This design comes from an exercise in tuning for small area, a short achievable clock period and few clock cycles per item on the open sky130 flow, not from production work. RTL that was checked went through simulation tests only; none was proved equivalent to the original. Function not checked in runs 2 and 3: the RTL went through the layout flow alone. Power figures rest on the tool's default switching activity, not on a simulated workload.

==> flow/design.v (outline; a module is shown in full before it is edited, if it fits) <==
// module melendez_mult: 883 lines
// module mm_fa: 6 lines
// module mm_ha: 6 lines
// module mm_or: 5 lines
// module mm_han: 6 lines
// module mm_add: 393 lines
// module mm_pg: 6 lines
// module mm_inv: 5 lines
// module mm_blackp: 6 lines
// module mm_grayp: 5 lines
// module mm_blackn: 6 lines
// module mm_grayn: 5 lines
module melendez_mult (rst, clk, multiplier, multiplicand, product, done);
  // ...
==> flow/flow/run.sh <==
#!/bin/bash
set -euo pipefail
export BUFFER_PORTS_ARGS="-buffer_cell sky130_fd_sc_hd__buf_2"
bash standard.sh synth > flow_synth.log 2>&1
odb=orfs/results/sky130hd/melendez_mult/base/1_synth.odb
openroad -no_init -exit flow/downsize.tcl > flow_downsize.log 2>&1
bash standard.sh > flow_layout.log 2>&1
==> flow/flow/downsize.tcl <==
# Set every logic gate of the synthesized netlist to the smallest drive strength of
# its family (flip-flops, adders, buffers, inverters and tie cells are left alone).
set odb orfs/results/sky130hd/melendez_mult/base/1_synth.odb
read_db $odb
set db [ord::get_db]
set block [ord::get_db_block]
set n 0
set before 0.0
set after 0.0
foreach inst [$block getInsts] {
  set m [$inst getMaster]
  set name [$m getName]
  if {![regexp {^(sky130_fd_sc_hd__([a-z0-9]+))_([0-9]+)$} $name -> base fam drive]} { continue }
  if {[regexp {^(buf|inv|clkbuf|clkinv|clkinvlp|dfxtp|edfxtp|dfxbp|dfrtp|dfstp|fa|ha|conb|dlygate|clkdlybuf|dlymetal|bufbuf|lpflow|tap|fill|decap|mux2i|mux2)} $fam]} { continue }
  set best ""
  foreach d {1 0} {
    set cand [$db findMaster ${base}_$d]
    if {$cand != "NULL"} { set best $cand; break }
  }
  if {$best == "" || [$best getName] == $name} { continue }
  set before [expr {$before + [$m getWidth] * [$m getHeight] / 1e6}]
  set after [expr {$after + [$best getWidth] * [$best getHeight] / 1e6}]
  if {[$inst swapMaster $best]} { incr n }
}
puts "downsized $n instances: area $before -> $after um2"
write_db $odb
==> flow/standard.sh <==
#!/bin/bash
# synth_recipe.tcl (not shown) runs the flow's synth.tcl, then flattens the netlist and writes it again
# the make line also repeats each setting of config.mk as NAME=value (left out here)
make -C /OpenROAD-flow-scripts/flow DESIGN_CONFIG=/design/flow/config.mk WORK_HOME=/design/flow/orfs CLKGATE_MAP_FILE= SYNTH_SCRIPT=/design/flow/synth_recipe.tcl "${@:-finish}"
==> flow/config.mk <==
export PLATFORM = sky130hd
export DESIGN_NAME = melendez_mult
export DESIGN_NICKNAME = melendez_mult
export VERILOG_FILES = /design/flow/design.v
export SDC_FILE = /design/flow/constraint.sdc
export NUM_CORES = 4
export LEC_CHECK = 0
export CAP_MARGIN = 20
export CORE_MARGIN = 2
export CORE_UTILIZATION = 40
export SETUP_SLACK_MARGIN = 1.25
export SLEW_MARGIN = 20
export SYNTH_HIERARCHICAL = 1
export SYNTH_MINIMUM_KEEP_SIZE = 0
==> flow/constraint.sdc <==
create_clock -name core_clock -period 5.0 [get_ports {clk}]
set_input_delay 1.0000 -clock core_clock [delete_from_list [all_inputs] [get_ports {clk}]]
set_output_delay 1.0000 -clock core_clock [all_outputs]
set_load 0.01 [all_outputs]
==> reports/metrics.yaml, run 1 <==
tritoncts: "yes"
design.seq.count: 118
place_inst: 1542
worst-setup-path-type: "reg2out"
pg_seq_mw: 2.05
wl_met2_um: 15100
met3_length_um: 1940
start_util: 0.408
maxPowerGroup: "combinational cells"
finalHoldViolations: 0
nets: 1534
final_common_cell: "nand2_1"
worstPathMaxFanout: 3
final_cells: 1592
via_per_inst: 5.10
r2r_start: "first_q$_DFF_P_"
clock_power_share: 0.119
area_growth_pct: 17.0
setup_viol: 0
synth.net_count: 1389
status: "no timing/DRC/antenna violations"
dr.pass1.iters: 5
dpl.hpwl_um: 22500
p_seq_frac: 0.201
postCtsHoldBufs: 0
busiest_layer: "met2"
gr-usage-met1: 0.264
hold_path_depth: 2
clk_share: 0.0421
antenna_found_initial: 0
place_ws_ps: 939
r2r_cells: 6
num-fill-cells: 2645
place.port_buffers: 130
coreArea_um2: 28800
place_congestion: 0.859
p_total_mw: 10.2
ys_warn_count: 7
crit_top_cell: "a21oi_2"
syn_area_um2: 11700
drive_above_1_share: 0.211
setup_ws_ps: 1260
Testbench counts, summed over its fixed seeds: cycles 2,680, products 384.
==> module mm_add, before the edit <==
module mm_add (a, b, ci, s);
  input [38:0] a, b;
  input ci;
  output [38:0] s;
  wire [38:0] p0, g0;
  mm_pg u_pg0 (.a(a[0]), .b(b[0]), .g(g0[0]), .p(p0[0]));
  mm_pg u_pg1 (.a(a[1]), .b(b[1]), .g(g0[1]), .p(p0[1]));
  mm_pg u_pg2 (.a(a[2]), .b(b[2]), .g(g0[2]), .p(p0[2]));
  mm_pg u_pg3 (.a(a[3]), .b(b[3]), .g(g0[3]), .p(p0[3]));
  mm_pg u_pg4 (.a(a[4]), .b(b[4]), .g(g0[4]), .p(p0[4]));
  mm_pg u_pg5 (.a(a[5]), .b(b[5]), .g(g0[5]), .p(p0[5]));
  mm_pg u_pg6 (.a(a[6]), .b(b[6]), .g(g0[6]), .p(p0[6]));
  mm_pg u_pg7 (.a(a[7]), .b(b[7]), .g(g0[7]), .p(p0[7]));
  mm_pg u_pg8 (.a(a[8]), .b(b[8]), .g(g0[8]), .p(p0[8]));
  mm_pg u_pg9 (.a(a[9]), .b(b[9]), .g(g0[9]), .p(p0[9]));
  mm_pg u_pg10 (.a(a[10]), .b(b[10]), .g(g0[10]), .p(p0[10]));
  mm_pg u_pg11 (.a(a[11]), .b(b[11]), .g(g0[11]), .p(p0[11]));
  mm_pg u_pg12 (.a(a[12]), .b(b[12]), .g(g0[12]), .p(p0[12]));
  mm_pg u_pg13 (.a(a[13]), .b(b[13]), .g(g0[13]), .p(p0[13]));
  mm_pg u_pg14 (.a(a[14]), .b(b[14]), .g(g0[14]), .p(p0[14]));
  mm_pg u_pg15 (.a(a[15]), .b(b[15]), .g(g0[15]), .p(p0[15]));
  mm_pg u_pg16 (.a(a[16]), .b(b[16]), .g(g0[16]), .p(p0[16]));
  mm_pg u_pg17 (.a(a[17]), .b(b[17]), .g(g0[17]), .p(p0[17]));
  mm_pg u_pg18 (.a(a[18]), .b(b[18]), .g(g0[18]), .p(p0[18]));
  mm_pg u_pg19 (.a(a[19]), .b(b[19]), .g(g0[19]), .p(p0[19]));
  mm_pg u_pg20 (.a(a[20]), .b(b[20]), .g(g0[20]), .p(p0[20]));
  mm_pg u_pg21 (.a(a[21]), .b(b[21]), .g(g0[21]), .p(p0[21]));
  mm_pg u_pg22 (.a(a[22]), .b(b[22]), .g(g0[22]), .p(p0[22]));
  mm_pg u_pg23 (.a(a[23]), .b(b[23]), .g(g0[23]), .p(p0[23]));
  mm_pg u_pg24 (.a(a[24]), .b(b[24]), .g(g0[24]), .p(p0[24]));
  mm_pg u_pg25 (.a(a[25]), .b(b[25]), .g(g0[25]), .p(p0[25]));
  mm_pg u_pg26 (.a(a[26]), .b(b[26]), .g(g0[26]), .p(p0[26]));
  mm_pg u_pg27 (.a(a[27]), .b(b[27]), .g(g0[27]), .p(p0[27]));
  mm_pg u_pg28 (.a(a[28]), .b(b[28]), .g(g0[28]), .p(p0[28]));
  mm_pg u_pg29 (.a(a[29]), .b(b[29]), .g(g0[29]), .p(p0[29]));
  mm_pg u_pg30 (.a(a[30]), .b(b[30]), .g(g0[30]), .p(p0[30]));
  mm_pg u_pg31 (.a(a[31]), .b(b[31]), .g(g0[31]), .p(p0[31]));
  mm_pg u_pg32 (.a(a[32]), .b(b[32]), .g(g0[32]), .p(p0[32]));
  mm_pg u_pg33 (.a(a[33]), .b(b[33]), .g(g0[33]), .p(p0[33]));
  mm_pg u_pg34 (.a(a[34]), .b(b[34]), .g(g0[34]), .p(p0[34]));
  mm_pg u_pg35 (.a(a[35]), .b(b[35]), .g(g0[35]), .p(p0[35]));
  mm_pg u_pg36 (.a(a[36]), .b(b[36]), .g(g0[36]), .p(p0[36]));
  mm_pg u_pg37 (.a(a[37]), .b(b[37]), .g(g0[37]), .p(p0[37]));
  mm_pg u_pg38 (.a(a[38]), .b(b[38]), .g(g0[38]), .p(p0[38]));
  wire gx1;
  mm_grayp u_g1 (.gh(g0[0]), .ph(p0[0]), .gl(ci), .g(gx1));
  wire gx2;
  wire px2;
  mm_blackp u_b2 (.gh(g0[2]), .ph(p0[2]), .gl(g0[1]), .pl(p0[1]), .g(gx2), .p(px2));
  wire gx3;
  wire px3;
  mm_blackp u_b3 (.gh(g0[4]), .ph(p0[4]), .gl(g0[3]), .pl(p0[3]), .g(gx3), .p(px3));
  wire gx4;
  wire px4;
  mm_blackp u_b4 (.gh(g0[6]), .ph(p0[6]), .gl(g0[5]), .pl(p0[5]), .g(gx4), .p(px4));
  wire gx5;
  wire px5;
  mm_blackp u_b5 (.gh(g0[8]), .ph(p0[8]), .gl(g0[7]), .pl(p0[7]), .g(gx5), .p(px5));
  wire gx6;
  wire px6;
  mm_blackp u_b6 (.gh(g0[10]), .ph(p0[10]), .gl(g0[9]), .pl(p0[9]), .g(gx6), .p(px6));
  wire gx7;
  wire px7;
  mm_blackp u_b7 (.gh(g0[12]), .ph(p0[12]), .gl(g0[11]), .pl(p0[11]), .g(gx7), .p(px7));
  wire gx8;
  wire px8;
  mm_blackp u_b8 (.gh(g0[14]), .ph(p0[14]), .gl(g0[13]), .pl(p0[13]), .g(gx8), .p(px8));
  wire gx9;
  wire px9;
  mm_blackp u_b9 (.gh(g0[16]), .ph(p0[16]), .gl(g0[15]), .pl(p0[15]), .g(gx9), .p(px9));
  wire gx10;
  wire px10;
  mm_blackp u_b10 (.gh(g0[18]), .ph(p0[18]), .gl(g0[17]), .pl(p0[17]), .g(gx10), .p(px10));
  wire gx11;
  wire px11;
  mm_blackp u_b11 (.gh(g0[20]), .ph(p0[20]), .gl(g0[19]), .pl(p0[19]), .g(gx11), .p(px11));
  wire gx12;
  wire px12;
  mm_blackp u_b12 (.gh(g0[22]), .ph(p0[22]), .gl(g0[21]), .pl(p0[21]), .g(gx12), .p(px12));
  wire gx13;
  wire px13;
  mm_blackp u_b13 (.gh(g0[24]), .ph(p0[24]), .gl(g0[23]), .pl(p0[23]), .g(gx13), .p(px13));
  wire gx14;
  wire px14;
  mm_blackp u_b14 (.gh(g0[26]), .ph(p0[26]), .gl(g0[25]), .pl(p0[25]), .g(gx14), .p(px14));
  wire gx15;
  wire px15;
  mm_blackp u_b15 (.gh(g0[28]), .ph(p0[28]), .gl(g0[27]), .pl(p0[27]), .g(gx15), .p(px15));
  wire gx16;
  wire px16;
  mm_blackp u_b16 (.gh(g0[30]), .ph(p0[30]), .gl(g0[29]), .pl(p0[29]), .g(gx16), .p(px16));
  wire gx17;
  wire px17;
  mm_blackp u_b17 (.gh(g0[32]), .ph(p0[32]), .gl(g0[31]), .pl(p0[31]), .g(gx17), .p(px17));
  wire gx18;
  wire px18;
  mm_blackp u_b18 (.gh(g0[34]), .ph(p0[34]), .gl(g0[33]), .pl(p0[33]), .g(gx18), .p(px18));
  wire gx19;
  wire px19;
  mm_blackp u_b19 (.gh(g0[36]), .ph(p0[36]), .gl(g0[35]), .pl(p0[35]), .g(gx19), .p(px19));
  wire gx20;
  wire px20;
  mm_blackp u_b20 (.gh(g0[38]), .ph(p0[38]), .gl(g0[37]), .pl(p0[37]), .g(gx20), .p(px20));
  wire gx21;
  mm_grayn u_g21 (.gh(gx2), .ph(px2), .gl(gx1), .g(gx21));
  wire gx22;
  wire px22;
  mm_blackn u_b22 (.gh(gx3), .ph(px3), .gl(gx2), .pl(px2), .g(gx22), .p(px22));
  wire gx23;
  wire px23;
  mm_blackn u_b23 (.gh(gx4), .ph(px4), .gl(gx3), .pl(px3), .g(gx23), .p(px23));
  wire gx24;
  wire px24;
  mm_blackn u_b24 (.gh(gx5), .ph(px5), .gl(gx4), .pl(px4), .g(gx24), .p(px24));
  wire gx25;
  wire px25;
  mm_blackn u_b25 (.gh(gx6), .ph(px6), .gl(gx5), .pl(px5), .g(gx25), .p(px25));
  wire gx26;
  wire px26;
  mm_blackn u_b26 (.gh(gx7), .ph(px7), .gl(gx6), .pl(px6), .g(gx26), .p(px26));
  wire gx27;
  wire px27;
  mm_blackn u_b27 (.gh(gx8), .ph(px8), .gl(gx7), .pl(px7), .g(gx27), .p(px27));
  wire gx28;
  wire px28;
  mm_blackn u_b28 (.gh(gx9), .ph(px9), .gl(gx8), .pl(px8), .g(gx28), .p(px28));
  wire gx29;
  wire px29;
  mm_blackn u_b29 (.gh(gx10), .ph(px10), .gl(gx9), .pl(px9), .g(gx29), .p(px29));
  wire gx30;
  wire px30;
  mm_blackn u_b30 (.gh(gx11), .ph(px11), .gl(gx10), .pl(px10), .g(gx30), .p(px30));
  wire gx31;
  wire px31;
  mm_blackn u_b31 (.gh(gx12), .ph(px12), .gl(gx11), .pl(px11), .g(gx31), .p(px31));
  wire gx32;
  wire px32;
  mm_blackn u_b32 (.gh(gx13), .ph(px13), .gl(gx12), .pl(px12), .g(gx32), .p(px32));
  wire gx33;
  wire px33;
  mm_blackn u_b33 (.gh(gx14), .ph(px14), .gl(gx13), .pl(px13), .g(gx33), .p(px33));
  wire gx34;
  wire px34;
  mm_blackn u_b34 (.gh(gx15), .ph(px15), .gl(gx14), .pl(px14), .g(gx34), .p(px34));
  wire gx35;
  wire px35;
  mm_blackn u_b35 (.gh(gx16), .ph(px16), .gl(gx15), .pl(px15), .g(gx35), .p(px35));
  wire gx36;
  wire px36;
  mm_blackn u_b36 (.gh(gx17), .ph(px17), .gl(gx16), .pl(px16), .g(gx36), .p(px36));
  wire gx37;
  wire px37;
  mm_blackn u_b37 (.gh(gx18), .ph(px18), .gl(gx17), .pl(px17), .g(gx37), .p(px37));
  wire gx38;
  wire px38;
  mm_blackn u_b38 (.gh(gx19), .ph(px19), .gl(gx18), .pl(px18), .g(gx38), .p(px38));
  wire gx39;
  wire px39;
  mm_blackn u_b39 (.gh(gx20), .ph(px20), .gl(gx19), .pl(px19), .g(gx39), .p(px39));
  wire iv40;
  mm_inv u_i40 (.a(gx1), .y(iv40));
  wire gx41;
  mm_grayp u_g41 (.gh(gx22), .ph(px22), .gl(iv40), .g(gx41));
  wire gx42;
  mm_grayp u_g42 (.gh(gx23), .ph(px23), .gl(gx21), .g(gx42));
  wire gx43;
  wire px43;
  mm_blackp u_b43 (.gh(gx24), .ph(px24), .gl(gx22), .pl(px22), .g(gx43), .p(px43));
  wire gx44;
  wire px44;
  mm_blackp u_b44 (.gh(gx25), .ph(px25), .gl(gx23), .pl(px23), .g(gx44), .p(px44));
  wire gx45;
  wire px45;
  mm_blackp u_b45 (.gh(gx26), .ph(px26), .gl(gx24), .pl(px24), .g(gx45), .p(px45));
  wire gx46;
  wire px46;
  mm_blackp u_b46 (.gh(gx27), .ph(px27), .gl(gx25), .pl(px25), .g(gx46), .p(px46));
  wire gx47;
  wire px47;
  mm_blackp u_b47 (.gh(gx28), .ph(px28), .gl(gx26), .pl(px26), .g(gx47), .p(px47));
  wire gx48;
  wire px48;
  mm_blackp u_b48 (.gh(gx29), .ph(px29), .gl(gx27), .pl(px27), .g(gx48), .p(px48));
  wire gx49;
  wire px49;
  mm_blackp u_b49 (.gh(gx30), .ph(px30), .gl(gx28), .pl(px28), .g(gx49), .p(px49));
  wire gx50;
  wire px50;
  mm_blackp u_b50 (.gh(gx31), .ph(px31), .gl(gx29), .pl(px29), .g(gx50), .p(px50));
  wire gx51;
  wire px51;
  mm_blackp u_b51 (.gh(gx32), .ph(px32), .gl(gx30), .pl(px30), .g(gx51), .p(px51));
  wire gx52;
  wire px52;
  mm_blackp u_b52 (.gh(gx33), .ph(px33), .gl(gx31), .pl(px31), .g(gx52), .p(px52));
  wire gx53;
  wire px53;
  mm_blackp u_b53 (.gh(gx34), .ph(px34), .gl(gx32), .pl(px32), .g(gx53), .p(px53));
  wire gx54;
  wire px54;
  mm_blackp u_b54 (.gh(gx35), .ph(px35), .gl(gx33), .pl(px33), .g(gx54), .p(px54));
  wire gx55;
  wire px55;
  mm_blackp u_b55 (.gh(gx36), .ph(px36), .gl(gx34), .pl(px34), .g(gx55), .p(px55));
  wire gx56;
  wire px56;
  mm_blackp u_b56 (.gh(gx37), .ph(px37), .gl(gx35), .pl(px35), .g(gx56), .p(px56));
  wire gx57;
  wire px57;
  mm_blackp u_b57 (.gh(gx38), .ph(px38), .gl(gx36), .pl(px36), .g(gx57), .p(px57));
  wire gx58;
  wire px58;
  mm_blackp u_b58 (.gh(gx39), .ph(px39), .gl(gx37), .pl(px37), .g(gx58), .p(px58));
  wire gx59;
  mm_grayn u_g59 (.gh(gx43), .ph(px43), .gl(gx1), .g(gx59));
  wire iv60;
  mm_inv u_i60 (.a(gx21), .y(iv60));
  wire gx61;
  mm_grayn u_g61 (.gh(gx44), .ph(px44), .gl(iv60), .g(gx61));
  wire gx62;
  mm_grayn u_g62 (.gh(gx45), .ph(px45), .gl(gx41), .g(gx62));
  wire gx63;
  mm_grayn u_g63 (.gh(gx46), .ph(px46), .gl(gx42), .g(gx63));
  wire gx64;
  wire px64;
  mm_blackn u_b64 (.gh(gx47), .ph(px47), .gl(gx43), .pl(px43), .g(gx64), .p(px64));
  wire gx65;
  wire px65;
  mm_blackn u_b65 (.gh(gx48), .ph(px48), .gl(gx44), .pl(px44), .g(gx65), .p(px65));
  wire gx66;
  wire px66;
  mm_blackn u_b66 (.gh(gx49), .ph(px49), .gl(gx45), .pl(px45), .g(gx66), .p(px66));
  wire gx67;
  wire px67;
  mm_blackn u_b67 (.gh(gx50), .ph(px50), .gl(gx46), .pl(px46), .g(gx67), .p(px67));
  wire gx68;
  wire px68;
  mm_blackn u_b68 (.gh(gx51), .ph(px51), .gl(gx47), .pl(px47), .g(gx68), .p(px68));
  wire gx69;
  wire px69;
  mm_blackn u_b69 (.gh(gx52), .ph(px52), .gl(gx48), .pl(px48), .g(gx69), .p(px69));
  wire gx70;
  wire px70;
  mm_blackn u_b70 (.gh(gx53), .ph(px53), .gl(gx49), .pl(px49), .g(gx70), .p(px70));
  wire gx71;
  wire px71;
  mm_blackn u_b71 (.gh(gx54), .ph(px54), .gl(gx50), .pl(px50), .g(gx71), .p(px71));
  wire gx72;
  wire px72;
  mm_blackn u_b72 (.gh(gx55), .ph(px55), .gl(gx51), .pl(px51), .g(gx72), .p(px72));
  wire gx73;
  wire px73;
  mm_blackn u_b73 (.gh(gx56), .ph(px56), .gl(gx52), .pl(px52), .g(gx73), .p(px73));
  wire gx74;
  wire px74;
  mm_blackn u_b74 (.gh(gx57), .ph(px57), .gl(gx53), .pl(px53), .g(gx74), .p(px74));
  wire gx75;
  wire px75;
  mm_blackn u_b75 (.gh(gx58), .ph(px58), .gl(gx54), .pl(px54), .g(gx75), .p(px75));
  wire gx76;
  mm_grayp u_g76 (.gh(gx64), .ph(px64), .gl(iv40), .g(gx76));
  wire gx77;
  mm_grayp u_g77 (.gh(gx65), .ph(px65), .gl(gx21), .g(gx77));
  wire iv78;
  mm_inv u_i78 (.a(gx41), .y(iv78));
  wire gx79;
  mm_grayp u_g79 (.gh(gx66), .ph(px66), .gl(iv78), .g(gx79));
  wire iv80;
  mm_inv u_i80 (.a(gx42), .y(iv80));
  wire gx81;
  mm_grayp u_g81 (.gh(gx67), .ph(px67), .gl(iv80), .g(gx81));
  wire gx82;
  mm_grayp u_g82 (.gh(gx68), .ph(px68), .gl(gx59), .g(gx82));
  wire gx83;
  mm_grayp u_g83 (.gh(gx69), .ph(px69), .gl(gx61), .g(gx83));
  wire gx84;
  mm_grayp u_g84 (.gh(gx70), .ph(px70), .gl(gx62), .g(gx84));
  wire gx85;
  mm_grayp u_g85 (.gh(gx71), .ph(px71), .gl(gx63), .g(gx85));
  wire gx86;
  wire px86;
  mm_blackp u_b86 (.gh(gx72), .ph(px72), .gl(gx64), .pl(px64), .g(gx86), .p(px86));
  wire gx87;
  wire px87;
  mm_blackp u_b87 (.gh(gx73), .ph(px73), .gl(gx65), .pl(px65), .g(gx87), .p(px87));
  wire gx88;
  wire px88;
  mm_blackp u_b88 (.gh(gx74), .ph(px74), .gl(gx66), .pl(px66), .g(gx88), .p(px88));
  wire gx89;
  wire px89;
  mm_blackp u_b89 (.gh(gx75), .ph(px75), .gl(gx67), .pl(px67), .g(gx89), .p(px89));
  wire gx90;
  mm_grayn u_g90 (.gh(gx86), .ph(px86), .gl(gx1), .g(gx90));
  wire gx91;
  mm_grayn u_g91 (.gh(gx87), .ph(px87), .gl(iv60), .g(gx91));
  wire gx92;
  mm_grayn u_g92 (.gh(gx88), .ph(px88), .gl(gx41), .g(gx92));
  wire gx93;
  mm_grayn u_g93 (.gh(gx89), .ph(px89), .gl(gx42), .g(gx93));
  wire gx94;
  mm_grayp u_g94 (.gh(g0[1]), .ph(p0[1]), .gl(iv40), .g(gx94));
  wire gx95;
  mm_grayp u_g95 (.gh(g0[3]), .ph(p0[3]), .gl(gx21), .g(gx95));
  wire gx96;
  mm_grayp u_g96 (.gh(g0[5]), .ph(p0[5]), .gl(iv78), .g(gx96));
  wire gx97;
  mm_grayp u_g97 (.gh(g0[7]), .ph(p0[7]), .gl(iv80), .g(gx97));
  wire gx98;
  mm_grayp u_g98 (.gh(g0[9]), .ph(p0[9]), .gl(gx59), .g(gx98));
  wire gx99;
  mm_grayp u_g99 (.gh(g0[11]), .ph(p0[11]), .gl(gx61), .g(gx99));
  wire gx100;
  mm_grayp u_g100 (.gh(g0[13]), .ph(p0[13]), .gl(gx62), .g(gx100));
  wire gx101;
  mm_grayp u_g101 (.gh(g0[15]), .ph(p0[15]), .gl(gx63), .g(gx101));
  wire iv102;
  mm_inv u_i102 (.a(gx76), .y(iv102));
  wire gx103;
  mm_grayp u_g103 (.gh(g0[17]), .ph(p0[17]), .gl(iv102), .g(gx103));
  wire iv104;
  mm_inv u_i104 (.a(gx77), .y(iv104));
  wire gx105;
  mm_grayp u_g105 (.gh(g0[19]), .ph(p0[19]), .gl(iv104), .g(gx105));
  wire iv106;
  mm_inv u_i106 (.a(gx79), .y(iv106));
  wire gx107;
  mm_grayp u_g107 (.gh(g0[21]), .ph(p0[21]), .gl(iv106), .g(gx107));
  wire iv108;
  mm_inv u_i108 (.a(gx81), .y(iv108));
  wire gx109;
  mm_grayp u_g109 (.gh(g0[23]), .ph(p0[23]), .gl(iv108), .g(gx109));
  wire iv110;
  mm_inv u_i110 (.a(gx82), .y(iv110));
  wire gx111;
  mm_grayp u_g111 (.gh(g0[25]), .ph(p0[25]), .gl(iv110), .g(gx111));
  wire iv112;
  mm_inv u_i112 (.a(gx83), .y(iv112));
  wire gx113;
  mm_grayp u_g113 (.gh(g0[27]), .ph(p0[27]), .gl(iv112), .g(gx113));
  wire iv114;
  mm_inv u_i114 (.a(gx84), .y(iv114));
  wire gx115;
  mm_grayp u_g115 (.gh(g0[29]), .ph(p0[29]), .gl(iv114), .g(gx115));
  wire iv116;
  mm_inv u_i116 (.a(gx85), .y(iv116));
  wire gx117;
  mm_grayp u_g117 (.gh(g0[31]), .ph(p0[31]), .gl(iv116), .g(gx117));
  wire gx118;
  mm_grayp u_g118 (.gh(g0[33]), .ph(p0[33]), .gl(gx90), .g(gx118));
  wire gx119;
  mm_grayp u_g119 (.gh(g0[35]), .ph(p0[35]), .gl(gx91), .g(gx119));
  wire gx120;
  mm_grayp u_g120 (.gh(g0[37]), .ph(p0[37]), .gl(gx92), .g(gx120));
  assign s[0] = ~(p0[0] ^ ci);
  assign s[1] = p0[1] ^ gx1;
  assign s[2] = p0[2] ^ gx94;
  assign s[3] = ~(p0[3] ^ gx21);
  assign s[4] = p0[4] ^ gx95;
  assign s[5] = p0[5] ^ gx41;
  assign s[6] = p0[6] ^ gx96;
  assign s[7] = p0[7] ^ gx42;
  assign s[8] = p0[8] ^ gx97;
  assign s[9] = ~(p0[9] ^ gx59);
  assign s[10] = p0[10] ^ gx98;
  assign s[11] = ~(p0[11] ^ gx61);
  assign s[12] = p0[12] ^ gx99;
  assign s[13] = ~(p0[13] ^ gx62);
  assign s[14] = p0[14] ^ gx100;
  assign s[15] = ~(p0[15] ^ gx63);
  assign s[16] = p0[16] ^ gx101;
  assign s[17] = p0[17] ^ gx76;
  assign s[18] = p0[18] ^ gx103;
  assign s[19] = p0[19] ^ gx77;
  assign s[20] = p0[20] ^ gx105;
  assign s[21] = p0[21] ^ gx79;
  assign s[22] = p0[22] ^ gx107;
  assign s[23] = p0[23] ^ gx81;
  assign s[24] = p0[24] ^ gx109;
  assign s[25] = p0[25] ^ gx82;
  assign s[26] = p0[26] ^ gx111;
  assign s[27] = p0[27] ^ gx83;
  assign s[28] = p0[28] ^ gx113;
  assign s[29] = p0[29] ^ gx84;
  assign s[30] = p0[30] ^ gx115;
  assign s[31] = p0[31] ^ gx85;
  assign s[32] = p0[32] ^ gx117;
  assign s[33] = ~(p0[33] ^ gx90);
  assign s[34] = p0[34] ^ gx118;
  assign s[35] = ~(p0[35] ^ gx91);
  assign s[36] = p0[36] ^ gx119;
  assign s[37] = ~(p0[37] ^ gx92);
  assign s[38] = p0[38] ^ gx120;
endmodule
==> inputs of run 2 (changes only) <==
--- a/flow/design.v
+++ b/flow/design.v
@@ -1007,224 +1007,219 @@
   wire gx20;
-  wire px20;
-  mm_blackp u_b20 (.gh(g0[38]), .ph(p0[38]), .gl(g0[37]), .pl(p0[37]), .g(gx20), .p(px20));
+  mm_grayn u_g20 (.gh(gx2), .ph(px2), .gl(gx1), .g(gx20));
   wire gx21;
-  mm_grayn u_g21 (.gh(gx2), .ph(px2), .gl(gx1), .g(gx21));
+  wire px21;
+  mm_blackn u_b21 (.gh(gx3), .ph(px3), .gl(gx2), .pl(px2), .g(gx21), .p(px21));
   wire gx22;
   wire px22;
-  mm_blackn u_b22 (.gh(gx3), .ph(px3), .gl(gx2), .pl(px2), .g(gx22), .p(px22));
+  mm_blackn u_b22 (.gh(gx4), .ph(px4), .gl(gx3), .pl(px3), .g(gx22), .p(px22));
   wire gx23;
   wire px23;
-  mm_blackn u_b23 (.gh(gx4), .ph(px4), .gl(gx3), .pl(px3), .g(gx23), .p(px23));
+  mm_blackn u_b23 (.gh(gx5), .ph(px5), .gl(gx4), .pl(px4), .g(gx23), .p(px23));
   wire gx24;
   wire px24;
-  mm_blackn u_b24 (.gh(gx5), .ph(px5), .gl(gx4), .pl(px4), .g(gx24), .p(px24));
+  mm_blackn u_b24 (.gh(gx6), .ph(px6), .gl(gx5), .pl(px5), .g(gx24), .p(px24));
   wire gx25;
   wire px25;
-  mm_blackn u_b25 (.gh(gx6), .ph(px6), .gl(gx5), .pl(px5), .g(gx25), .p(px25));
+  mm_blackn u_b25 (.gh(gx7), .ph(px7), .gl(gx6), .pl(px6), .g(gx25), .p(px25));
   wire gx26;
   wire px26;
-  mm_blackn u_b26 (.gh(gx7), .ph(px7), .gl(gx6), .pl(px6), .g(gx26), .p(px26));
+  mm_blackn u_b26 (.gh(gx8), .ph(px8), .gl(gx7), .pl(px7), .g(gx26), .p(px26));
   wire gx27;
   wire px27;
-  mm_blackn u_b27 (.gh(gx8), .ph(px8), .gl(gx7), .pl(px7), .g(gx27), .p(px27));
+  mm_blackn u_b27 (.gh(gx9), .ph(px9), .gl(gx8), .pl(px8), .g(gx27), .p(px27));
   wire gx28;
   wire px28;
-  mm_blackn u_b28 (.gh(gx9), .ph(px9), .gl(gx8), .pl(px8), .g(gx28), .p(px28));
+  mm_blackn u_b28 (.gh(gx10), .ph(px10), .gl(gx9), .pl(px9), .g(gx28), .p(px28));
   wire gx29;
   wire px29;
-  mm_blackn u_b29 (.gh(gx10), .ph(px10), .gl(gx9), .pl(px9), .g(gx29), .p(px29));
+  mm_blackn u_b29 (.gh(gx11), .ph(px11), .gl(gx10), .pl(px10), .g(gx29), .p(px29));
   wire gx30;
   wire px30;
-  mm_blackn u_b30 (.gh(gx11), .ph(px11), .gl(gx10), .pl(px10), .g(gx30), .p(px30));
+  mm_blackn u_b30 (.gh(gx12), .ph(px12), .gl(gx11), .pl(px11), .g(gx30), .p(px30));
   wire gx31;
   wire px31;
-  mm_blackn u_b31 (.gh(gx12), .ph(px12), .gl(gx11), .pl(px11), .g(gx31), .p(px31));
+  mm_blackn u_b31 (.gh(gx13), .ph(px13), .gl(gx12), .pl(px12), .g(gx31), .p(px31));
   wire gx32;
   wire px32;
-  mm_blackn u_b32 (.gh(gx13), .ph(px13), .gl(gx12), .pl(px12), .g(gx32), .p(px32));
+  mm_blackn u_b32 (.gh(gx14), .ph(px14), .gl(gx13), .pl(px13), .g(gx32), .p(px32));
   wire gx33;
   wire px33;
-  mm_blackn u_b33 (.gh(gx14), .ph(px14), .gl(gx13), .pl(px13), .g(gx33), .p(px33));
+  mm_blackn u_b33 (.gh(gx15), .ph(px15), .gl(gx14), .pl(px14), .g(gx33), .p(px33));
   wire gx34;
   wire px34;
-  mm_blackn u_b34 (.gh(gx15), .ph(px15), .gl(gx14), .pl(px14), .g(gx34), .p(px34));
+  mm_blackn u_b34 (.gh(gx16), .ph(px16), .gl(gx15), .pl(px15), .g(gx34), .p(px34));
   wire gx35;
   wire px35;
-  mm_blackn u_b35 (.gh(gx16), .ph(px16), .gl(gx15), .pl(px15), .g(gx35), .p(px35));
+  mm_blackn u_b35 (.gh(gx17), .ph(px17), .gl(gx16), .pl(px16), .g(gx35), .p(px35));
   wire gx36;
   wire px36;
-  mm_blackn u_b36 (.gh(gx17), .ph(px17), .gl(gx16), .pl(px16), .g(gx36), .p(px36));
+  mm_blackn u_b36 (.gh(gx18), .ph(px18), .gl(gx17), .pl(px17), .g(gx36), .p(px36));
   wire gx37;
   wire px37;
-  mm_blackn u_b37 (.gh(gx18), .ph(px18), .gl(gx17), .pl(px17), .g(gx37), .p(px37));
-  wire gx38;
-  wire px38;
-  mm_blackn u_b38 (.gh(gx19), .ph(px19), .gl(gx18), .pl(px18), .g(gx38), .p(px38));
+  mm_blackn u_b37 (.gh(gx19), .ph(px19), .gl(gx18), .pl(px18), .g(gx37), .p(px37));
+  wire iv38;
+  mm_inv u_i38 (.a(gx1), .y(iv38));
   wire gx39;
-  wire px39;
-  mm_blackn u_b39 (.gh(gx20), .ph(px20), .gl(gx19), .pl(px19), .g(gx39), .p(px39));
-  wire iv40;
-  mm_inv u_i40 (.a(gx1), .y(iv40));
+  mm_grayp u_g39 (.gh(gx21), .ph(px21), .gl(iv38), .g(gx39));
+  wire gx40;
+  mm_grayp u_g40 (.gh(gx22), .ph(px22), .gl(gx20), .g(gx40));
   wire gx41;
-  mm_grayp u_g41 (.gh(gx22), .ph(px22), .gl(iv40), .g(gx41));
+  wire px41;
+  mm_blackp u_b41 (.gh(gx23), .ph(px23), .gl(gx21), .pl(px21), .g(gx41), .p(px41));
   wire gx42;
-  mm_grayp u_g42 (.gh(gx23), .ph(px23), .gl(gx21), .g(gx42));
+  wire px42;
+  mm_blackp u_b42 (.gh(gx24), .ph(px24), .gl(gx22), .pl(px22), .g(gx42), .p(px42));
   wire gx43;
   wire px43;
-  mm_blackp u_b43 (.gh(gx24), .ph(px24), .gl(gx22), .pl(px22), .g(gx43), .p(px43));
+  mm_blackp u_b43 (.gh(gx25), .ph(px25), .gl(gx23), .pl(px23), .g(gx43), .p(px43));
   wire gx44;
   wire px44;
-  mm_blackp u_b44 (.gh(gx25), .ph(px25), .gl(gx23), .pl(px23), .g(gx44), .p(px44));
+  mm_blackp u_b44 (.gh(gx26), .ph(px26), .gl(gx24), .pl(px24), .g(gx44), .p(px44));
   wire gx45;
   wire px45;
-  mm_blackp u_b45 (.gh(gx26), .ph(px26), .gl(gx24), .pl(px24), .g(gx45), .p(px45));
+  mm_blackp u_b45 (.gh(gx27), .ph(px27), .gl(gx25), .pl(px25), .g(gx45), .p(px45));
   wire gx46;
   wire px46;
-  mm_blackp u_b46 (.gh(gx27), .ph(px27), .gl(gx25), .pl(px25), .g(gx46), .p(px46));
+  mm_blackp u_b46 (.gh(gx28), .ph(px28), .gl(gx26), .pl(px26), .g(gx46), .p(px46));
   wire gx47;
   wire px47;
-  mm_blackp u_b47 (.gh(gx28), .ph(px28), .gl(gx26), .pl(px26), .g(gx47), .p(px47));
+  mm_blackp u_b47 (.gh(gx29), .ph(px29), .gl(gx27), .pl(px27), .g(gx47), .p(px47));
   wire gx48;
   wire px48;
-  mm_blackp u_b48 (.gh(gx29), .ph(px29), .gl(gx27), .pl(px27), .g(gx48), .p(px48));
+  mm_blackp u_b48 (.gh(gx30), .ph(px30), .gl(gx28), .pl(px28), .g(gx48), .p(px48));
   wire gx49;
   wire px49;
-  mm_blackp u_b49 (.gh(gx30), .ph(px30), .gl(gx28), .pl(px28), .g(gx49), .p(px49));
+  mm_blackp u_b49 (.gh(gx31), .ph(px31), .gl(gx29), .pl(px29), .g(gx49), .p(px49));
   wire gx50;
   wire px50;
-  mm_blackp u_b50 (.gh(gx31), .ph(px31), .gl(gx29), .pl(px29), .g(gx50), .p(px50));
+  mm_blackp u_b50 (.gh(gx32), .ph(px32), .gl(gx30), .pl(px30), .g(gx50), .p(px50));
   wire gx51;
   wire px51;
-  mm_blackp u_b51 (.gh(gx32), .ph(px32), .gl(gx30), .pl(px30), .g(gx51), .p(px51));
+  mm_blackp u_b51 (.gh(gx33), .ph(px33), .gl(gx31), .pl(px31), .g(gx51), .p(px51));
   wire gx52;
   wire px52;
-  mm_blackp u_b52 (.gh(gx33), .ph(px33), .gl(gx31), .pl(px31), .g(gx52), .p(px52));
+  mm_blackp u_b52 (.gh(gx34), .ph(px34), .gl(gx32), .pl(px32), .g(gx52), .p(px52));
   wire gx53;
   wire px53;
-  mm_blackp u_b53 (.gh(gx34), .ph(px34), .gl(gx32), .pl(px32), .g(gx53), .p(px53));
+  mm_blackp u_b53 (.gh(gx35), .ph(px35), .gl(gx33), .pl(px33), .g(gx53), .p(px53));
   wire gx54;
   wire px54;
-  mm_blackp u_b54 (.gh(gx35), .ph(px35), .gl(gx33), .pl(px33), .g(gx54), .p(px54));
+  mm_blackp u_b54 (.gh(gx36), .ph(px36), .gl(gx34), .pl(px34), .g(gx54), .p(px54));
   wire gx55;
   wire px55;
-  mm_blackp u_b55 (.gh(gx36), .ph(px36), .gl(gx34), .pl(px34), .g(gx55), .p(px55));
+  mm_blackp u_b55 (.gh(gx37), .ph(px37), .gl(gx35), .pl(px35), .g(gx55), .p(px55));
   wire gx56;
-  wire px56;
-  mm_blackp u_b56 (.gh(gx37), .ph(px37), .gl(gx35), .pl(px35), .g(gx56), .p(px56));
-  wire gx57;
-  wire px57;
-  mm_blackp u_b57 (.gh(gx38), .ph(px38), .gl(gx36), .pl(px36), .g(gx57), .p(px57));
+  mm_grayn u_g56 (.gh(gx41), .ph(px41), .gl(gx1), .g(gx56));
+  wire iv57;
+  mm_inv u_i57 (.a(gx20), .y(iv57));
   wire gx58;
-  wire px58;
-  mm_blackp u_b58 (.gh(gx39), .ph(px39), .gl(gx37), .pl(px37), .g(gx58), .p(px58));
+  mm_grayn u_g58 (.gh(gx42), .ph(px42), .gl(iv57), .g(gx58));
   wire gx59;
-  mm_grayn u_g59 (.gh(gx43), .ph(px43), .gl(gx1), .g(gx59));
-  wire iv60;
-  mm_inv u_i60 (.a(gx21), .y(iv60));
+  mm_grayn u_g59 (.gh(gx43), .ph(px43), .gl(gx39), .g(gx59));
+  wire gx60;
+  mm_grayn u_g60 (.gh(gx44), .ph(px44), .gl(gx40), .g(gx60));
   wire gx61;
-  mm_grayn u_g61 (.gh(gx44), .ph(px44), .gl(iv60), .g(gx61));
+  wire px61;
+  mm_blackn u_b61 (.gh(gx45), .ph(px45), .gl(gx41), .pl(px41), .g(gx61), .p(px61));
   wire gx62;
-  mm_grayn u_g62 (.gh(gx45), .ph(px45), .gl(gx41), .g(gx62));
+  wire px62;
+  mm_blackn u_b62 (.gh(gx46), .ph(px46), .gl(gx42), .pl(px42), .g(gx62), .p(px62));
   wire gx63;
-  mm_grayn u_g63 (.gh(gx46), .ph(px46), .gl(gx42), .g(gx63));
+  wire px63;
+  mm_blackn u_b63 (.gh(gx47), .ph(px47), .gl(gx43), .pl(px43), .g(gx63), .p(px63));
   wire gx64;
   wire px64;
-  mm_blackn u_b64 (.gh(gx47), .ph(px47), .gl(gx43), .pl(px43), .g(gx64), .p(px64));
+  mm_blackn u_b64 (.gh(gx48), .ph(px48), .gl(gx44), .pl(px44), .g(gx64), .p(px64));
   wire gx65;
   wire px65;
-  mm_blackn u_b65 (.gh(gx48), .ph(px48), .gl(gx44), .pl(px44), .g(gx65), .p(px65));
+  mm_blackn u_b65 (.gh(gx49), .ph(px49), .gl(gx45), .pl(px45), .g(gx65), .p(px65));
   wire gx66;
   wire px66;
-  mm_blackn u_b66 (.gh(gx49), .ph(px49), .gl(gx45), .pl(px45), .g(gx66), .p(px66));
+  mm_blackn u_b66 (.gh(gx50), .ph(px50), .gl(gx46), .pl(px46), .g(gx66), .p(px66));
   wire gx67;
   wire px67;
-  mm_blackn u_b67 (.gh(gx50), .ph(px50), .gl(gx46), .pl(px46), .g(gx67), .p(px67));
+  mm_blackn u_b67 (.gh(gx51), .ph(px51), .gl(gx47), .pl(px47), .g(gx67), .p(px67));
   wire gx68;
   wire px68;
-  mm_blackn u_b68 (.gh(gx51), .ph(px51), .gl(gx47), .pl(px47), .g(gx68), .p(px68));
+  mm_blackn u_b68 (.gh(gx52), .ph(px52), .gl(gx48), .pl(px48), .g(gx68), .p(px68));
   wire gx69;
   wire px69;
-  mm_blackn u_b69 (.gh(gx52), .ph(px52), .gl(gx48), .pl(px48), .g(gx69), .p(px69));
+  mm_blackn u_b69 (.gh(gx53), .ph(px53), .gl(gx49), .pl(px49), .g(gx69), .p(px69));
   wire gx70;
   wire px70;
-  mm_blackn u_b70 (.gh(gx53), .ph(px53), .gl(gx49), .pl(px49), .g(gx70), .p(px70));
+  mm_blackn u_b70 (.gh(gx54), .ph(px54), .gl(gx50), .pl(px50), .g(gx70), .p(px70));
   wire gx71;
   wire px71;
-  mm_blackn u_b71 (.gh(gx54), .ph(px54), .gl(gx50), .pl(px50), .g(gx71), .p(px71));
+  mm_blackn u_b71 (.gh(gx55), .ph(px55), .gl(gx51), .pl(px51), .g(gx71), .p(px71));
   wire gx72;
-  wire px72;
-  mm_blackn u_b72 (.gh(gx55), .ph(px55), .gl(gx51), .pl(px51), .g(gx72), .p(px72));
+  mm_grayp u_g72 (.gh(gx61), .ph(px61), .gl(iv38), .g(gx72));
   wire gx73;
-  wire px73;
-  mm_blackn u_b73 (.gh(gx56), .ph(px56), .gl(gx52), .pl(px52), .g(gx73), .p(px73));
-  wire gx74;
-  wire px74;
-  mm_blackn u_b74 (.gh(gx57), .ph(px57), .gl(gx53), .pl(px53), .g(gx74), .p(px74));
+  mm_grayp u_g73 (.gh(gx62), .ph(px62), .gl(gx20), .g(gx73));
+  wire iv74;
+  mm_inv u_i74 (.a(gx39), .y(iv74));
   wire gx75;
-  wire px75;
-  mm_blackn u_b75 (.gh(gx58), .ph(px58), .gl(gx54), .pl(px54), .g(gx75), .p(px75));
-  wire gx76;
-  mm_grayp u_g76 (.gh(gx64), .ph(px64), .gl(iv40), .g(gx76));
+  mm_grayp u_g75 (.gh(gx63), .ph(px63), .gl(iv74), .g(gx75));
+  wire iv76;
+  mm_inv u_i76 (.a(gx40), .y(iv76));
   wire gx77;
-  mm_grayp u_g77 (.gh(gx65), .ph(px65), .gl(gx21), .g(gx77));
-  wire iv78;
-  mm_inv u_i78 (.a(gx41), .y(iv78));
+  mm_grayp u_g77 (.gh(gx64), .ph(px64), .gl(iv76), .g(gx77));
+  wire gx78;
+  mm_grayp u_g78 (.gh(gx65), .ph(px65), .gl(gx56), .g(gx78));
   wire gx79;
-  mm_grayp u_g79 (.gh(gx66), .ph(px66), .gl(iv78), .g(gx79));
-  wire iv80;
-  mm_inv u_i80 (.a(gx42), .y(iv80));
+  mm_grayp u_g79 (.gh(gx66), .ph(px66), .gl(gx58), .g(gx79));
+  wire gx80;
+  mm_grayp u_g80 (.gh(gx67), .ph(px67), .gl(gx59), .g(gx80));
   wire gx81;
-  mm_grayp u_g81 (.gh(gx67), .ph(px67), .gl(iv80), .g(gx81));
+  mm_grayp u_g81 (.gh(gx68), .ph(px68), .gl(gx60), .g(gx81));
   wire gx82;
-  mm_grayp u_g82 (.gh(gx68), .ph(px68), .gl(gx59), .g(gx82));
+  wire px82;
+  mm_blackp u_b82 (.gh(gx69), .ph(px69), .gl(gx61), .pl(px61), .g(gx82), .p(px82));
   wire gx83;
-  mm_grayp u_g83 (.gh(gx69), .ph(px69), .gl(gx61), .g(gx83));
+  wire px83;
+  mm_blackp u_b83 (.gh(gx70), .ph(px70), .gl(gx62), .pl(px62), .g(gx83), .p(px83));
   wire gx84;
-  mm_grayp u_g84 (.gh(gx70), .ph(px70), .gl(gx62), .g(gx84));
+  wire px84;
+  mm_blackp u_b84 (.gh(gx71), .ph(px71), .gl(gx63), .pl(px63), .g(gx84), .p(px84));
   wire gx85;
-  mm_grayp u_g85 (.gh(gx71), .ph(px71), .gl(gx63), .g(gx85));
+  mm_grayn u_g85 (.gh(gx82), .ph(px82), .gl(gx1), .g(gx85));
   wire gx86;
-  wire px86;
-  mm_blackp u_b86 (.gh(gx72), .ph(px72), .gl(gx64), .pl(px64), .g(gx86), .p(px86));
+  mm_grayn u_g86 (.gh(gx83), .ph(px83), .gl(iv57), .g(gx86));
   wire gx87;
-  wire px87;
-  mm_blackp u_b87 (.gh(gx73), .ph(px73), .gl(gx65), .pl(px65), .g(gx87), .p(px87));
+  mm_grayn u_g87 (.gh(gx84), .ph(px84), .gl(gx39), .g(gx87));
   wire gx88;
-  wire px88;
-  mm_blackp u_b88 (.gh(gx74), .ph(px74), .gl(gx66), .pl(px66), .g(gx88), .p(px88));
+  mm_grayp u_g88 (.gh(g0[1]), .ph(p0[1]), .gl(iv38), .g(gx88));
   wire gx89;
-  wire px89;
-  mm_blackp u_b89 (.gh(gx75), .ph(px75), .gl(gx67), .pl(px67), .g(gx89), .p(px89));
+  mm_grayp u_g89 (.gh(g0[3]), .ph(p0[3]), .gl(gx20), .g(gx89));
   wire gx90;
-  mm_grayn u_g90 (.gh(gx86), .ph(px86), .gl(gx1), .g(gx90));
+  mm_grayp u_g90 (.gh(g0[5]), .ph(p0[5]), .gl(iv74), .g(gx90));
   wire gx91;
-  mm_grayn u_g91 (.gh(gx87), .ph(px87), .gl(iv60), .g(gx91));
+  mm_grayp u_g91 (.gh(g0[7]), .ph(p0[7]), .gl(iv76), .g(gx91));
   wire gx92;
-  mm_grayn u_g92 (.gh(gx88), .ph(px88), .gl(gx41), .g(gx92));
+  mm_grayp u_g92 (.gh(g0[9]), .ph(p0[9]), .gl(gx56), .g(gx92));
   wire gx93;
-  mm_grayn u_g93 (.gh(gx89), .ph(px89), .gl(gx42), .g(gx93));
+  mm_grayp u_g93 (.gh(g0[11]), .ph(p0[11]), .gl(gx58), .g(gx93));
   wire gx94;
-  mm_grayp u_g94 (.gh(g0[1]), .ph(p0[1]), .gl(iv40), .g(gx94));
+  mm_grayp u_g94 (.gh(g0[13]), .ph(p0[13]), .gl(gx59), .g(gx94));
   wire gx95;
-  mm_grayp u_g95 (.gh(g0[3]), .ph(p0[3]), .gl(gx21), .g(gx95));
-  wire gx96;
-  mm_grayp u_g96 (.gh(g0[5]), .ph(p0[5]), .gl(iv78), .g(gx96));
+  mm_grayp u_g95 (.gh(g0[15]), .ph(p0[15]), .gl(gx60), .g(gx95));
+  wire iv96;
+  mm_inv u_i96 (.a(gx72), .y(iv96));
   wire gx97;
-  mm_grayp u_g97 (.gh(g0[7]), .ph(p0[7]), .gl(iv80), .g(gx97));
-  wire gx98;
-  mm_grayp u_g98 (.gh(g0[9]), .ph(p0[9]), .gl(gx59), .g(gx98));
+  mm_grayp u_g97 (.gh(g0[17]), .ph(p0[17]), .gl(iv96), .g(gx97));
+  wire iv98;
+  mm_inv u_i98 (.a(gx73), .y(iv98));
   wire gx99;
-  mm_grayp u_g99 (.gh(g0[11]), .ph(p0[11]), .gl(gx61), .g(gx99));
-  wire gx100;
-  mm_grayp u_g100 (.gh(g0[13]), .ph(p0[13]), .gl(gx62), .g(gx100));
+  mm_grayp u_g99 (.gh(g0[19]), .ph(p0[19]), .gl(iv98), .g(gx99));
+  wire iv100;
+  mm_inv u_i100 (.a(gx75), .y(iv100));
   wire gx101;
-  mm_grayp u_g101 (.gh(g0[15]), .ph(p0[15]), .gl(gx63), .g(gx101));
+  mm_grayp u_g101 (.gh(g0[21]), .ph(p0[21]), .gl(iv100), .g(gx101));
   wire iv102;
-  mm_inv u_i102 (.a(gx76), .y(iv102));
+  mm_inv u_i102 (.a(gx77), .y(iv102));
   wire gx103;
-  mm_grayp u_g103 (.gh(g0[17]), .ph(p0[17]), .gl(iv102), .g(gx103));
+  mm_grayp u_g103 (.gh(g0[23]), .ph(p0[23]), .gl(iv102), .g(gx103));
   wire iv104;
-  mm_inv u_i104 (.a(gx77), .y(iv104));
+  mm_inv u_i104 (.a(gx78), .y(iv104));
   wire gx105;
-  mm_grayp u_g105 (.gh(g0[19]), .ph(p0[19]), .gl(iv104), .g(gx105));
+  mm_grayp u_g105 (.gh(g0[25]), .ph(p0[25]), .gl(iv104), .g(gx105));
   wire iv106;
@@ -1232,68 +1227,56 @@
   wire gx107;
-  mm_grayp u_g107 (.gh(g0[21]), .ph(p0[21]), .gl(iv106), .g(gx107));
+  mm_grayp u_g107 (.gh(g0[27]), .ph(p0[27]), .gl(iv106), .g(gx107));
   wire iv108;
-  mm_inv u_i108 (.a(gx81), .y(iv108));
+  mm_inv u_i108 (.a(gx80), .y(iv108));
   wire gx109;
-  mm_grayp u_g109 (.gh(g0[23]), .ph(p0[23]), .gl(iv108), .g(gx109));
+  mm_grayp u_g109 (.gh(g0[29]), .ph(p0[29]), .gl(iv108), .g(gx109));
   wire iv110;
-  mm_inv u_i110 (.a(gx82), .y(iv110));
+  mm_inv u_i110 (.a(gx81), .y(iv110));
   wire gx111;
-  mm_grayp u_g111 (.gh(g0[25]), .ph(p0[25]), .gl(iv110), .g(gx111));
-  wire iv112;
-  mm_inv u_i112 (.a(gx83), .y(iv112));
+  mm_grayp u_g111 (.gh(g0[31]), .ph(p0[31]), .gl(iv110), .g(gx111));
+  wire gx112;
+  mm_grayp u_g112 (.gh(g0[33]), .ph(p0[33]), .gl(gx85), .g(gx112));
   wire gx113;
-  mm_grayp u_g113 (.gh(g0[27]), .ph(p0[27]), .gl(iv112), .g(gx113));
-  wire iv114;
-  mm_inv u_i114 (.a(gx84), .y(iv114));
-  wire gx115;
-  mm_grayp u_g115 (.gh(g0[29]), .ph(p0[29]), .gl(iv114), .g(gx115));
-  wire iv116;
-  mm_inv u_i116 (.a(gx85), .y(iv116));
-  wire gx117;
-  mm_grayp u_g117 (.gh(g0[31]), .ph(p0[31]), .gl(iv116), .g(gx117));
-  wire gx118;
-  mm_grayp u_g118 (.gh(g0[33]), .ph(p0[33]), .gl(gx90), .g(gx118));
-  wire gx119;
-  mm_grayp u_g119 (.gh(g0[35]), .ph(p0[35]), .gl(gx91), .g(gx119));
-  wire gx120;
-  mm_grayp u_g120 (.gh(g0[37]), .ph(p0[37]), .gl(gx92), .g(gx120));
+  mm_grayp u_g113 (.gh(g0[35]), .ph(p0[35]), .gl(gx86), .g(gx113));
+  wire gx114;
+  mm_grayp u_g114 (.gh(g0[37]), .ph(p0[37]), .gl(gx87), .g(gx114));
   assign s[0] = ~(p0[0] ^ ci);
   assign s[1] = p0[1] ^ gx1;
-  assign s[2] = p0[2] ^ gx94;
-  assign s[3] = ~(p0[3] ^ gx21);
-  assign s[4] = p0[4] ^ gx95;
-  assign s[5] = p0[5] ^ gx41;
-  assign s[6] = p0[6] ^ gx96;
-  assign s[7] = p0[7] ^ gx42;
-  assign s[8] = p0[8] ^ gx97;
-  assign s[9] = ~(p0[9] ^ gx59);
-  assign s[10] = p0[10] ^ gx98;
-  assign s[11] = ~(p0[11] ^ gx61);
-  assign s[12] = p0[12] ^ gx99;
-  assign s[13] = ~(p0[13] ^ gx62);
-  assign s[14] = p0[14] ^ gx100;
-  assign s[15] = ~(p0[15] ^ gx63);
-  assign s[16] = p0[16] ^ gx101;
-  assign s[17] = p0[17] ^ gx76;
-  assign s[18] = p0[18] ^ gx103;
-  assign s[19] = p0[19] ^ gx77;
-  assign s[20] = p0[20] ^ gx105;
-  assign s[21] = p0[21] ^ gx79;
-  assign s[22] = p0[22] ^ gx107;
-  assign s[23] = p0[23] ^ gx81;
-  assign s[24] = p0[24] ^ gx109;
-  assign s[25] = p0[25] ^ gx82;
-  assign s[26] = p0[26] ^ gx111;
-  assign s[27] = p0[27] ^ gx83;
-  assign s[28] = p0[28] ^ gx113;
-  assign s[29] = p0[29] ^ gx84;
-  assign s[30] = p0[30] ^ gx115;
-  assign s[31] = p0[31] ^ gx85;
-  assign s[32] = p0[32] ^ gx117;
-  assign s[33] = ~(p0[33] ^ gx90);
-  assign s[34] = p0[34] ^ gx118;
-  assign s[35] = ~(p0[35] ^ gx91);
-  assign s[36] = p0[36] ^ gx119;
-  assign s[37] = ~(p0[37] ^ gx92);
-  assign s[38] = p0[38] ^ gx120;
+  assign s[2] = p0[2] ^ gx88;
+  assign s[3] = ~(p0[3] ^ gx20);
+  assign s[4] = p0[4] ^ gx89;
+  assign s[5] = p0[5] ^ gx39;
+  assign s[6] = p0[6] ^ gx90;
+  assign s[7] = p0[7] ^ gx40;
+  assign s[8] = p0[8] ^ gx91;
+  assign s[9] = ~(p0[9] ^ gx56);
+  assign s[10] = p0[10] ^ gx92;
+  assign s[11] = ~(p0[11] ^ gx58);
+  assign s[12] = p0[12] ^ gx93;
+  assign s[13] = ~(p0[13] ^ gx59);
+  assign s[14] = p0[14] ^ gx94;
+  assign s[15] = ~(p0[15] ^ gx60);
+  assign s[16] = p0[16] ^ gx95;
+  assign s[17] = p0[17] ^ gx72;
+  assign s[18] = p0[18] ^ gx97;
+  assign s[19] = p0[19] ^ gx73;
+  assign s[20] = p0[20] ^ gx99;
+  assign s[21] = p0[21] ^ gx75;
+  assign s[22] = p0[22] ^ gx101;
+  assign s[23] = p0[23] ^ gx77;
+  assign s[24] = p0[24] ^ gx103;
+  assign s[25] = p0[25] ^ gx78;
+  assign s[26] = p0[26] ^ gx105;
+  assign s[27] = p0[27] ^ gx79;
+  assign s[28] = p0[28] ^ gx107;
+  assign s[29] = p0[29] ^ gx80;
+  assign s[30] = p0[30] ^ gx109;
+  assign s[31] = p0[31] ^ gx81;
+  assign s[32] = p0[32] ^ gx111;
+  assign s[33] = ~(p0[33] ^ gx85);
+  assign s[34] = p0[34] ^ gx112;
+  assign s[35] = ~(p0[35] ^ gx86);
+  assign s[36] = p0[36] ^ gx113;
+  assign s[37] = ~(p0[37] ^ gx87);
+  assign s[38] = p0[38] ^ gx114;
 endmodule
==> flow/flow/run.sh (replaced) <==
#!/bin/bash
set -euo pipefail
export BUFFER_PORTS_ARGS="-buffer_cell sky130_fd_sc_hd__buf_2"
bash standard.sh > standard_flow.log 2>&1
--- a/flow/config.mk
+++ b/flow/config.mk
@@ -7,2 +7,3 @@
 export LEC_CHECK = 0
+export ABC_AREA = 1
 export CAP_MARGIN = 20
removed: flow/flow/downsize.tcl
==> run 2 against run 1 <==
Net effect: power is 8.0% higher; combinational power is about 10% higher; sequential share of layout area is 1.9 points lower; core utilization is 0.87 points lower; global-route usage is 0.42 points lower.
==> reports/metrics.yaml, run 2 <==
antenna_found_initial: 0  # unchanged
drtIter0Drc: 637
root_buffer: "clkbuf_16"
maxSlewViolCount: 0
place.port_buffers: 130  # unchanged
antenna_left: 0
grtUsageTotal: 0.202
area_growth_pct: 14.8
synth.net_count: 1711  # +23%
nets: 1858  # +21%
max_slew_margin: 0.454
p_per_area_nw_per_um2: 742
place_congestion: 0.836  # -2.6%
ys_warn_count: 7  # unchanged
final_cells: 1934  # +21%
rsz0062_at_grt: "true"
maxCapViolCount: 0
syn_area_per_cell_um2: 9.44
worstPathMaxFanout: 4  # +1
finalClockSkew_ps: 13.5
min_period_ps: 3640
place_ws_ps: 921  # -18.4 ps
vias: 9295
dpl.hpwl_um: 24800  # +10%
status: "no timing/DRC/antenna violations"
syn_area_um2: 12900  # +10%
final_util: 0.468
wl_um: 32300
min_to: "cnt[0]$_SDFFE_PP0N_"
start_kind: "flop"
reg_top3: "s_q: 32 flops, c_q: 31 flops, lo_q: 28 flops"
grt_use_met3: 0.0416
coreArea_um2: 31700  # +10%
synthCells: 1372
tritoncts: "yes"
min_period_over_period: 0.729
setup_viol: 0  # unchanged
cts.clk_slew.worst_paths_ps: 70
grt_overflow: 0
worstPathArrival_ps: 2640
dieWidth_um: 184
cellLeakagePower_nw: 6.54
top_register: "s_q"
grt_pass1_vias: 9793
tns_ps: 0
r2r_start: "first_q$_DFF_P_"
fp.dieH_um: 184
drive_above_1_share: 0.219  # +0.00758
diodes: 0
worst-setup-path-type: "reg2out"
clk_latency_ps: 430
r2r_cells: 7  # +1
final_cell_mix: "nand2_1, inv_1, fa_1"
crit_path_end_kind: "primary output"
largest_reg_flops: 32
rrSetupSlack_ps: 1440
setup_ws_ps: 1360  # +92.3 ps
met2_usage: 0.338
finalHoldViolations: 0  # unchanged
clkSinkCount: 118
dr.pass1.iters: 5  # unchanged
place_inst: 1883  # +22%
start_util: 0.408  # +0.000462
worst_hold_startpoint: "cnt[0]$_SDFFE_PP0N_"
tightest_slew_ps: 820
hold_path_depth: 2  # unchanged
final_common_cell: "nand2_1"
ios: 131
via_per_inst: 4.81  # -5.7%
peakVddDrop_uv: 341
cts_buffers: 17
grt_pass1_wl_um: 51800
wire_per_inst_um: 16.7
hold_path_class: "reg2reg"
clockBufferDepth: 2
r2r-end: "s_q[1]$_DFFE_PN_"
dieArea_um2: 33800
max_freq_mhz: 274
htreeDepth: 4
busiest_layer: "met2"
gr-usage-met1: 0.267  # +0.00266
grt_start_max_net_pins: 45
placementRows: 65
required_ps: 4000
drc_errors: 0
==> run 2: worst max-delay path by stage <==
stage / from / endpoint / slack, ps / depth (start not counted)
2_1_floorplan: first_q$_DFF_P_ / s_q[0]$_DFFE_PN_ / 1320 / 9
3_3_place_gp: multiplier[1] / s_q[1]$_DFFE_PN_ / 950 / 8
3_5_place_dp: multiplier[4] / s_q[17]$_DFFE_PN_ / 920 / 8
4_1_cts: pa_q[1]$_DFFE_PN_ / product[56] / 1210 / 12
5_1_grt: s_q[9]$_DFFE_PN_ / product[54] / 1190 / 12
6_report: s_q[3]$_DFFE_PN_ / product[50] / 1360 / 13
==> run 2: layer usage <==
layer	vias up	share of wire
li1	4403	-
met1	4580	0.43
met2	276	0.49
met4	0	0.018
met3	36	0.063
met5	-	0
==> run 2: cell type report <==
cell class	instances	area [um^2]
Sequential cell	118	3420
Fill cell	3015	16900
Multi-Input combinational cell	927	8410
Clock buffer	17	425
Timing Repair Buffer	152	816
Tap cell	402	503
Inverter	303	1150
Clock inverter	15	135
==> run 2: critical path: stages (launching register included) <==
cell and delay, ps:
edfxtp_1 410, ha_2 350, a21oi_4 220, o21ai_2 110
a21oi_2 190, buf_4 150, o21ai_2 60, a21oi_2 160
inv_1 70, a21oi_2 130, inv_1 50, nand2_1 50
nand2_1 100, buf_2 160
==> run 2: where the power goes <==
part	switching, mW	internal (mW)
Sequential	0.246	1.91
Clock	0.546	0.656
Combinational	4.60	3.07
Total	5.39	5.64
==> run 2: through the flow <==
step	hold WS, ps	power (mW)	cell area [um^2]
4_1_cts	520	10.7	14500
3_3_place_gp	494	9.07	13800
2_1_floorplan	464	7.24	12900
6_report	525	11.0	14900
5_1_grt	550	12.2	14900
3_5_place_dp	512	9.28	13800
==> run 2: timing repair <==
action,4_1_cts,5_1_grt
pin swaps,3,18
buffers inserted,4,15
hold buffers,0,0
setup endpoints to repair,22,16
gates cloned,0,0
hold endpoints to repair,0,0
gates resized for setup,23,50
==> module mm_han, before the edit <==
module mm_han (a, b, s, co);
  input a, b;
  output s, co;
  assign s = ~(a ^ b);
  assign co = a | b;
endmodule
==> inputs of run 3 (changes only) <==
--- a/flow/design.v
+++ b/flow/design.v
@@ -903,4 +903,9 @@
   output s, co;
-  assign s = ~(a ^ b);
-  assign co = a | b;
+  mm_xnor u_x (.a(a), .b(b), .y(s));
+  mm_or u_o (.a(a), .b(b), .y(co));
+endmodule
+module mm_xnor (a, b, y);
+  input a, b;
+  output y;
+  assign y = ~(a ^ b);
 endmodule
--- a/flow/config.mk
+++ b/flow/config.mk
@@ -7,3 +7,2 @@
 export LEC_CHECK = 0
-export ABC_AREA = 1
 export CAP_MARGIN = 20
==> run 3 against run 2 <==
Net effect: still clean; clock skew barely moved; sequential share of layout area rose by 0.84 points; largest power group unchanged; count of clock-buffer cells in the layout did not move; worst hold slack improved by 39 ps; non-clock buffer count rose by 5.
==> reports/metrics.yaml, run 3 <==
status: "no timing/DRC/antenna violations"
root_buffer: "clkbuf_16"
syn_area_per_cell_um2: 11.7  # +24%
final_common_cell: "nand2_1"
synthCells: 1008  # -27%
coreArea_um2: 28900  # -9.0%
nets: 1485  # -20%
ios: 131  # unchanged
placementRows: 62  # -4.6%
worstPathMaxFanout: 3  # -1
critical_path.slowest_cell: "edfxtp_1"
drive_above_1_share: 0.304  # +0.0857
postCtsHoldBufs: 0  # unchanged
worstPathArrival_ps: 2750  # +110 ps
fp.dieH_um: 176  # -4.6%
place.port_buffers: 130  # unchanged
dieWidth_um: 176  # -4.6%
rsz0062_at_grt: "true"
finalClockSkew_ps: 14.0  # +0.466 ps
p_seq_frac: 0.193  # -0.002
start_util: 0.408  # about the same
hold_path_class: "reg2reg"
grt_overflow: 0  # unchanged
reg_top3: "s_q: 32 flops, c_q: 31 flops, lo_q: 28 flops"
worst-setup-path-type: "reg2out"
min_period_over_period: 0.750  # +0.0212
largest_reg_flops: 32  # unchanged
startpoint: "s_q[23]$_DFFE_PN_"
dieArea_um2: 30800  # -8.9%
worst_hold_startpoint: "cnt[1]$_SDFFE_PP0N_"
antenna_left: 0  # unchanged
min_period_ps: 3750  # +106 ps
tritoncts: "yes"
crit_path_end_kind: "primary output"
num-fill-cells: 2587  # -14%
drc_errors: 0  # unchanged
ys_warn_count: 7  # unchanged
critPathMaxStageDelay_ps: 510  # +100 ps
final_util: 0.497  # +0.0288
start_kind: "flop"
max_slew_margin: 0.485  # +0.0310
tightest_slew_ps: 770  # -49.4 ps
swShare: 0.466  # -0.0231
cts.clk_slew.worst_paths_ps: 60  # about the same
p_total_mw: 11.2  # +1.2%
setup_viol: 0  # unchanged
diodes: 0  # unchanged
wl_um: 30300  # -6.0%
syn_area_um2: 11800  # -9.1%
maxCapViolCount: 0  # unchanged
max_freq_mhz: 267  # -2.8%
antenna_found_initial: 1  # +1
maxSlewViolCount: 0  # unchanged
dr.pass1.iters: 5  # unchanged
grt_pass1_wl_um: 47500  # -8.3%
finalHoldViolations: 0  # unchanged
cellLeakagePower_nw: 4.90  # -25%
htreeDepth: 4  # unchanged
peakVddDrop_uv: 371  # +8.9%
crit_top_cell: "nand2_1"
synth.net_count: 1333  # -22%
cts_buffers: 17  # unchanged
r2r_start: "first_q$_DFF_P_"
clk_latency_ps: 430  # about the same
p_comb_frac: 0.699  # +0.003
placed_area_um2: 12800  # -7.2%
internal_power_mw: 5.97  # +5.8%
setup_ws_ps: 1250  # -106 ps
crit_chain: "ha_4 > nand2_4 > nor2_4 > nand2_1 > nor2_2 > nand2_1 > o21ai_4 > a21oi_2 > xor2_1 > buf_2"
grtUsageTotal: 0.203  # +0.00156
wire_per_inst_um: 19.5  # +17%
drtIter0Drc: 542  # -15%
dpl.hpwl_um: 23300  # -6.0%
place_inst: 1500  # -20%
final_cells: 1557  # -19%
area_growth_pct: 21.9
stdcell_area_um2: 14300  # -3.4%
place_ws_ps: 967  # +46.4 ps
p_per_area_nw_per_um2: 778  # +4.8%
top_register: "s_q"
clock_power_share: 0.108  # about the same
grt_pass1_vias: 8616  # -12%
via_per_inst: 5.13  # +6.8%
clkSinkCount: 118  # unchanged
p_sw_mw: 5.20  # -3.6%
required_ps: 4000  # about the same
tns_ps: 0  # unchanged
fin_hold_ws_ps: 564  # +38.7 ps
clockBufferDepth: 2  # unchanged
final_cell_mix: "nand2_1, fa_1, buf_2"
grt_start_max_net_pins: 44  # -2.2%
place_congestion: 0.827  # -1.1%
vias: 7992  # -14%
-- run 3: final cells by class --
cell class / instances / area, um^2 / share of cell area
sequential: 118 / 3430 / 0.239
clock inverter: 15 / 149 / 0.0104
timing repair buffer: 157 / 853 / 0.0595
clock buffer: 17 / 425 / 0.0296
tap: 384 / 480 / 0.0335
inverter: 34 / 129 / 0.00898
multi-input combinational: 832 / 8880 / 0.619
-- run 3: power groups by stage --
stage	combinational, mW	sequential, mW	clock [mW]
after global placement	6.67	2.08	0
after detailed placement	6.79	2.08	0
after CTS	7.16	2.09	1.22
after global routing	8.71	2.19	1.26
final	7.81	2.16	1.20
after floorplan	4.71	1.99	0
-- run 3: path summary, 6_finish.rpt --
check	to	slack [ps]	depth (start not counted)
setup / recovery	product[62]	1250	10
hold / removal	cnt[1]$_SDFFE_PP0N_	560	2
setup reg to reg	s_q[6]$_DFFE_PN_	1380	6
hold reg to reg	cnt[1]$_SDFFE_PP0N_	560	2
-- run 3: what timing repair did --
action	in CTS	in global routing
buffers inserted	6	19
gates cloned	0	0
setup endpoints to repair	58	19
gates resized for setup	39	76
pin swaps	10	36
-- run 3: critical path: cells and delay by family, from the launching register on --
kind / cells / cell delay (ps)
compound gates: 2 / 340
xor+xnor: 1 / 280
fa+ha+maj: 1 / 360
buf+inv: 1 / 200
flops: 1 / 510
simple gates: 5 / 640
-- run 3: per-layer routing --
metal / share of wire / vias up / wire, um / GRT usage
met3: 0.066 / 32 / 1990 / 0.0494
met2: 0.48 / 238 / 14700 / 0.324
met4: 0.017 / 2 / 517 / 0.0630
li1: - / 3580 / - / -
met1: 0.43 / 4140 / 13100 / 0.276
met5: 0.00023 / - / 7 / 0

-- static timing again, ports no longer ideal --
The flow's constraints put no driver on any port. The routed layouts listed below were extracted and timed again, unchanged, in two steps.
Step 1, drivers: a clkbuf_16 drives clk and a buf_2 each remaining input, both assumed.
Step 2 adds t to the input delays and takes it off the output delays; t is the mean of the earliest and latest rising clock arrival at the registers after step 1. Input paths then give back, and output paths get back, about the clock's delay inside the block.
a / b / c = no drivers / after step 1 / after step 2; a / b = the first two.
| run | shift t [ns] | setup slack, ns | worst data-port slew with drivers (ns) | pins driven straight from the clock port |
|---|---|---|---|---|
| run 1 | 0.464 | 1.263 / 1.215 / 0.947 | 0.04 | 1 |
| run 2 | 0.480 | 1.355 / 1.301 / 0.902 | 0.06 | 1 |
| run 3 | 0.472 | 1.249 / 1.203 / 0.996 | 0.07 | 1 |
After both steps setup and hold are still met in every run listed. For run 2, which loses most, drivers alone change the setup slack by -0.054 ns; drivers and shift together by -0.453 ns.
